From an optimization exercise on the open Yosys and OpenROAD flow, aimed at small area; shortcuts taken in it are not production practice. In this exercise RTL edits were held to simulation tests only and were not proved equivalent to the original. No driver is modelled on the clock port, so clocking that relies on it looks cheaper here than on a real chip. Power and IR drop assume default switching activity.

## APB_top
module APB_top #(parameter
    size = 32,
    addr = 8
) (
    input                 clk_APB,
    input                 rst,
    input                 MIW,
    input                 MISEL,
    input  [size-1 : 0]   MIDATA,
    input  [addr-1 : 0]   MIADDR,
    output [size-1 : 0]   MODATA,
    output [size-1 : 0]   PRESCALAR
);
    reg ph_s, ph_a;
    reg [2:0] op;
    reg v1, v2, v3;
    reg [size-1:0] r0, r1, r2, r3, pwdat;
    wire hi = (MIADDR[addr-1:3] == 0);
    wire a0 = hi & (MIADDR[2:0] == 3'd0);
    wire we1 = ph_a & MIW & hi & (MIADDR[2:0] == 3'd1);
    wire we2 = ph_a & MIW & hi & (MIADDR[2:0] == 3'd2);
    wire we3 = ph_a & MIW & hi & (MIADDR[2:0] == 3'd3);
    wire rd_ok = !MIW & hi & (MIADDR[2:1] != 2'b11);
    wire [2:0] op_nxt = (rd_ok ? MIADDR[2:0] : {2'b11, MIW & a0}) ^ 3'b110;
    wire we0 = ph_a & (op == (3'd7 ^ 3'b110));
    always @(posedge clk_APB, negedge rst) begin
        if (!rst) begin
            ph_s <= 1'b0;
            ph_a <= 1'b0;
        end else begin
            ph_s <= MISEL & !ph_s;
            ph_a <= ph_s;
        end
    end
  ...
Size: roughly 170 flip-flops, roughly 6000 sq um of cells after synthesis.
==> flow/config.mk <==
export PLATFORM = sky130hd
export DESIGN_NAME = APB_top
export DESIGN_NICKNAME = APB_top
export VERILOG_FILES = /design/flow/design.v
export SDC_FILE = /design/flow/constraint.sdc
export NUM_CORES = 4
export LEC_CHECK = 0
export CAP_MARGIN = 0
export CORE_MARGIN = 2
export CORE_UTILIZATION = 60
export PLACE_DENSITY = 0.75
export SLEW_MARGIN = 0
==> flow/constraint.sdc <==
create_clock -name core_clock -period 6.0 [get_ports {clk_APB}]
set_input_delay 1.2000 -clock core_clock [delete_from_list [all_inputs] [get_ports {clk_APB}]]
set_output_delay 1.2000 -clock core_clock [all_outputs]
set_load 0.01 [all_outputs]
standard.sh (not shown) runs the stock make flow with config.mk's settings and CLKGATE_MAP_FILE= SYNTH_SCRIPT=/design/flow/synth_recipe.tcl, a recipe that flattens the netlist after the stock synthesis.
==> flow/flow/run.sh <==
#!/bin/bash
# The standard layout (standard.sh) with three changes that only affect cell choice:
#  * synthesis is the standard synthesis script, but ABC maps the combinational
#    logic with an area-oriented script (flow/area.abc) instead of abc_speed;
#    flip-flop mapping, flattening and renaming are unchanged;
#  * port buffers are buf_1 instead of the buffer buffer_ports picks by default;
#  * CTS uses clkbuf_4 and inserts no dummy loads; flow/post_cts.tcl then
#    sizes each leaf buffer for the slew at its flip-flops.
set -euo pipefail
W=$PWD
sed "s#source \$::env(SCRIPTS_DIR)/synth.tcl#source $W/my_synth.tcl#" synth_recipe.tcl > my_synth_recipe.tcl
grep -q "source $W/my_synth.tcl" my_synth_recipe.tcl
sed "s#log_cmd abc {\*}\$abc_args#log_cmd abc -script $W/flow/area.abc {*}[lrange \$abc_args 2 end]#" \
    "$FLOW_HOME/scripts/synth.tcl" > my_synth.tcl
grep -q "flow/area.abc" my_synth.tcl
sed "s#SYNTH_SCRIPT=[^ ]*synth_recipe.tcl#SYNTH_SCRIPT=$W/my_synth_recipe.tcl#" standard.sh > my_standard.sh
grep -q "my_synth_recipe.tcl" my_standard.sh
export BUFFER_PORTS_ARGS="-buffer_cell sky130_fd_sc_hd__buf_1"
export CTS_ARGS="-sink_clustering_enable -repair_clock_nets -dont_use_dummy_load -buf_list {sky130_fd_sc_hd__clkbuf_4}"
export POST_CTS_TCL=$W/flow/post_cts.tcl
bash my_standard.sh > standard.log 2>&1
==> flow/flow/area.abc <==
&get -n
&st
&dch -f
&nf -R 1000
&st
&syn2
&dch -f
&nf -R 1000
&put
==> flow/flow/post_cts.tcl <==
set target 0.110
if { [info exists ::env(CLK_SLEW_TARGET)] } { set target $::env(CLK_SLEW_TARGET) }
set sizes {sky130_fd_sc_hd__clkbuf_2 sky130_fd_sc_hd__clkbuf_4 sky130_fd_sc_hd__clkbuf_8 sky130_fd_sc_hd__clkbuf_16}

proc leaf_max_slew { inst } {
  set net [[$inst findITerm X] getNet]
  set m 0
  foreach it [$net getITerms] {
    if { [$it isOutputSignal] } { continue }
    set p [get_pins [[$it getInst] getName]/[[$it getMTerm] getName]]
    set s [get_property $p slew_max]
    if { $s > $m } { set m $s }
  }
  return $m
}

set block [ord::get_db_block]
set leaves {}
foreach inst [$block getInsts] {
  if { ![string match sky130_fd_sc_hd__clkbuf_* [[$inst getMaster] getName]] } { continue }
  set net [[$inst findITerm X] getNet]
  if { $net eq "NULL" } { continue }
  if { [$net getSigType] ne "CLOCK" } { continue }
  set leaf 1
  foreach it [$net getITerms] {
    if { [$it isOutputSignal] } { continue }
    if { [string match *clkbuf* [[[$it getInst] getMaster] getName]] } { set leaf 0 }
  }
  if { $leaf } { lappend leaves $inst }
}
estimate_parasitics -placement
foreach inst $leaves {
  foreach sz $sizes {
    replace_cell [$inst getName] $sz
    estimate_parasitics -placement
    if { [leaf_max_slew $inst] <= $target } { break }
  }
  puts "post_cts: [$inst getName] -> $sz, estimated slew [leaf_max_slew $inst]"
}
detailed_placement
check_placement -verbose
estimate_parasitics -placement
Next try:
--- a/flow/flow/run.sh
+++ b/flow/flow/run.sh
@@ -7,2 +7 @@
-#  * CTS uses clkbuf_4 and inserts no dummy loads; flow/post_cts.tcl then
-#    sizes each leaf buffer for the slew at its flip-flops.
+#  * CTS uses small clock buffers and inserts no dummy loads.
@@ -19,2 +18 @@
-export CTS_ARGS="-sink_clustering_enable -repair_clock_nets -dont_use_dummy_load -buf_list {sky130_fd_sc_hd__clkbuf_4}"
-export POST_CTS_TCL=$W/flow/post_cts.tcl
+export CTS_ARGS="-sink_clustering_enable -repair_clock_nets -dont_use_dummy_load -buf_list {sky130_fd_sc_hd__clkbuf_4 sky130_fd_sc_hd__clkbuf_8}"
CAP_MARGIN = 20   (was 0)
CORE_UTILIZATION = 40   (was 60)
PLACE_DENSITY = 0.6   (was 0.75)
SLEW_MARGIN = 20   (was 0)
removed: flow/flow/post_cts.tcl
=>
- non-clock buffer count came out lower by 1
- final cell count went up by 8.4%
- clock-buffer cell count does not change
- critical path depth went down by 1
- cell area went up by 2.1%
- die area increases by 48%
- register-to-register slack improved by 0.11 ns
- via count came out higher by 1.3%
- power grows by 4.5%
- flip-flop and latch count stays the same
- wire length climbs by 7.8%
Next try:
--- a/flow/flow/run.sh
+++ b/flow/flow/run.sh
@@ -18 +18 @@
-export CTS_ARGS="-sink_clustering_enable -repair_clock_nets -dont_use_dummy_load -buf_list {sky130_fd_sc_hd__clkbuf_4 sky130_fd_sc_hd__clkbuf_8}"
+export CTS_ARGS="-sink_clustering_enable -repair_clock_nets -dont_use_dummy_load -sink_clustering_size 10 -sink_clustering_max_diameter 60 -buf_list {sky130_fd_sc_hd__clkbuf_4 sky130_fd_sc_hd__clkbuf_8}"
CAP_MARGIN = 0   (was 20)
CORE_UTILIZATION = 60   (was 40)
PLACE_DENSITY = 0.75   (was 0.6)
SLEW_MARGIN = 0   (was 20)
What happened: Sequential share of layout area is higher by 0.80 points; clock-buffer cell count does not change; power hardly moves; global-route usage grows by 6.9 points; hold slack gets better by 0.018 ns.
Next try:
==> flow/flow/run.sh (replaced) <==
#!/bin/bash
# Standard layout (bash standard.sh), with two changes that only affect cell choice:
#  * port buffers are buf_1 instead of the buffer buffer_ports picks by default;
#  * CTS uses small clock buffers and inserts no dummy loads.
set -euo pipefail
export BUFFER_PORTS_ARGS="-buffer_cell sky130_fd_sc_hd__buf_1"
export CTS_ARGS="-sink_clustering_enable -repair_clock_nets -dont_use_dummy_load -buf_list {sky130_fd_sc_hd__clkbuf_4 sky130_fd_sc_hd__clkbuf_8}"
bash standard.sh > standard.log 2>&1
CAP_MARGIN = 20   (was 0)
CORE_UTILIZATION = 40   (was 60)
PLACE_DENSITY = 0.6   (was 0.75)
SLEW_MARGIN = 20   (was 0)
removed: flow/flow/area.abc
Result: The changed run passed the timing, DRC and antenna checks; utilization goes down by 26 points; global-route usage goes down by 5.3 points; cell count goes up by 25%; clock-buffer cell count does not change; fmax goes up by 7.3%; area after synthesis goes up by 10%; setup slack improves by 0.30 ns.

* * *

APB_top again, from the RTL that the note above started with.
Settings: LEC_CHECK=0, CAP_MARGIN=20, CORE_MARGIN=2, CORE_UTILIZATION=40, PLACE_DENSITY=0.6, SLEW_MARGIN=20; clock period 6.0 ns.
run.sh (not shown) runs the stock make flow with config.mk's settings and CLKGATE_MAP_FILE= SYNTH_SCRIPT=/design/flow/synth_recipe.tcl, a recipe that flattens the netlist after the stock synthesis.
Stock flow here: none of the scripts above is used.
The first run produced a clean layout.
==> next run, changes <==
==> flow/flow/run.sh (new file) <==
#!/bin/bash
# The standard layout (standard.sh) with three changes that only affect cell choice:
#  * synthesis is the standard synthesis script, but ABC maps the combinational
#    logic with an area-oriented script (flow/area.abc) instead of abc_speed;
#    flip-flop mapping, flattening and renaming are unchanged;
#  * port buffers are buf_1 instead of the buffer buffer_ports picks by default;
#  * CTS uses clkbuf_4 and inserts no dummy loads; flow/post_cts.tcl then
#    upsizes the leaf buffers with the most flip-flops to clkbuf_8.
set -euo pipefail
W=$PWD
sed "s#source \$::env(SCRIPTS_DIR)/synth.tcl#source $W/my_synth.tcl#" synth_recipe.tcl > my_synth_recipe.tcl
grep -q "source $W/my_synth.tcl" my_synth_recipe.tcl
sed "s#log_cmd abc {\*}\$abc_args#log_cmd abc -script $W/flow/area.abc {*}[lrange \$abc_args 2 end]#" \
    "$FLOW_HOME/scripts/synth.tcl" > my_synth.tcl
grep -q "flow/area.abc" my_synth.tcl
sed "s#SYNTH_SCRIPT=[^ ]*synth_recipe.tcl#SYNTH_SCRIPT=$W/my_synth_recipe.tcl#" standard.sh > my_standard.sh
grep -q "my_synth_recipe.tcl" my_standard.sh
export BUFFER_PORTS_ARGS="-buffer_cell sky130_fd_sc_hd__buf_1"
export CTS_ARGS="-sink_clustering_enable -repair_clock_nets -dont_use_dummy_load -buf_list {sky130_fd_sc_hd__clkbuf_4}"
export POST_CTS_TCL=$W/flow/post_cts.tcl
export CLK_LEAF_UPSIZE_FANOUT=11
bash my_standard.sh > standard.log 2>&1
==> flow/flow/area.abc (new file) <==
&get -n
&st
&dch -f
&nf -R 1000
&st
&syn2
&dch -f
&nf -R 1000
&put
==> flow/flow/post_cts.tcl (new file) <==
# After CTS: a leaf clock buffer (clkbuf_4) that drives many flip-flops is
# upsized to clkbuf_8, so that the flip-flop clock pins keep a sharp slew;
# the rest of the tree stays clkbuf_4. Then placement is legalised again.
set thr $::env(CLK_LEAF_UPSIZE_FANOUT)
set block [ord::get_db_block]
set n 0
foreach inst [$block getInsts] {
  if { [[$inst getMaster] getName] ne "sky130_fd_sc_hd__clkbuf_4" } { continue }
  set net [[$inst findITerm X] getNet]
  if { $net eq "NULL" } { continue }
  set loads [expr { [llength [$net getITerms]] - 1 }]
  if { $loads >= $thr } {
    replace_cell [$inst getName] sky130_fd_sc_hd__clkbuf_8
    incr n
  }
}
puts "post_cts: upsized $n clock buffers to clkbuf_8"
detailed_placement
check_placement -verbose
==> flow/standard.sh (new file) <==
#!/bin/bash
# synth_recipe.tcl (not shown) runs the flow's synth.tcl, then flattens the netlist and writes it again
# the make line also repeats each setting of config.mk as NAME=value (left out here)
make -C /OpenROAD-flow-scripts/flow DESIGN_CONFIG=/design/flow/config.mk WORK_HOME=/design/flow/orfs CLKGATE_MAP_FILE= SYNTH_SCRIPT=/design/flow/synth_recipe.tcl "${@:-finish}"
Settings changed: CORE_UTILIZATION 40 to 60, PLACE_DENSITY 0.6 to 0.75.
removed: flow/run.sh
After rerunning: Utilization went up by 19 points; final area went down by 19%; area after synthesis went down by 9.4%; worst setup slack gains 0.34 ns; sequential power is about the same; global-route usage went up by 5.4 points; wire length went down by 20%; sequential share of layout area went up by 14 points; worst hold slack gains 0.0071 ns.

[afterwards: timing with drivers on the ports]
How much do the figures lean on ideal ports? The routed layouts below were timed once more, with nothing changed but the port constraints.
Step 1 sets driving cells, clkbuf_16 on the clock port and buf_2 on the other inputs (assumed; they add their load-dependent delay and slew).
Step 2 moves the port delays by t, midway between the first and last clock arrival at a register: inputs arrive t later, outputs are due t later. That takes back most of the time a late clock gives input paths.
Three values: ideal ports, drivers, drivers and shift; two values: the first two.
run | shift t [ns] | setup WS [ns] | worst register clock-pin slew, ns
the first run of note 1 | 0.567 | 1.414 / 1.380 / 1.836 | 0.10 / 0.10
the second run of note 1 | 0.463 | 1.617 / 1.583 / 1.936 | 0.08 / 0.08
the third run of note 1 | 0.461 | 1.533 / 1.500 / 1.844 | 0.09 / 0.09
the fourth run of note 1 | 0.476 | 1.836 / 1.815 / 1.815 | 0.09 / 0.09
the first run of note 2 | 0.466 | 1.174 / 1.132 / 1.132 | 0.07 / 0.07
the second run of note 2 | 0.459 | 1.516 / 1.482 / 1.815 | 0.10 / 0.10
After both steps setup and hold are still met in every run listed. For the first run of note 2, which loses most, drivers alone change the setup slack by -0.042 ns; drivers and shift together by -0.042 ns.
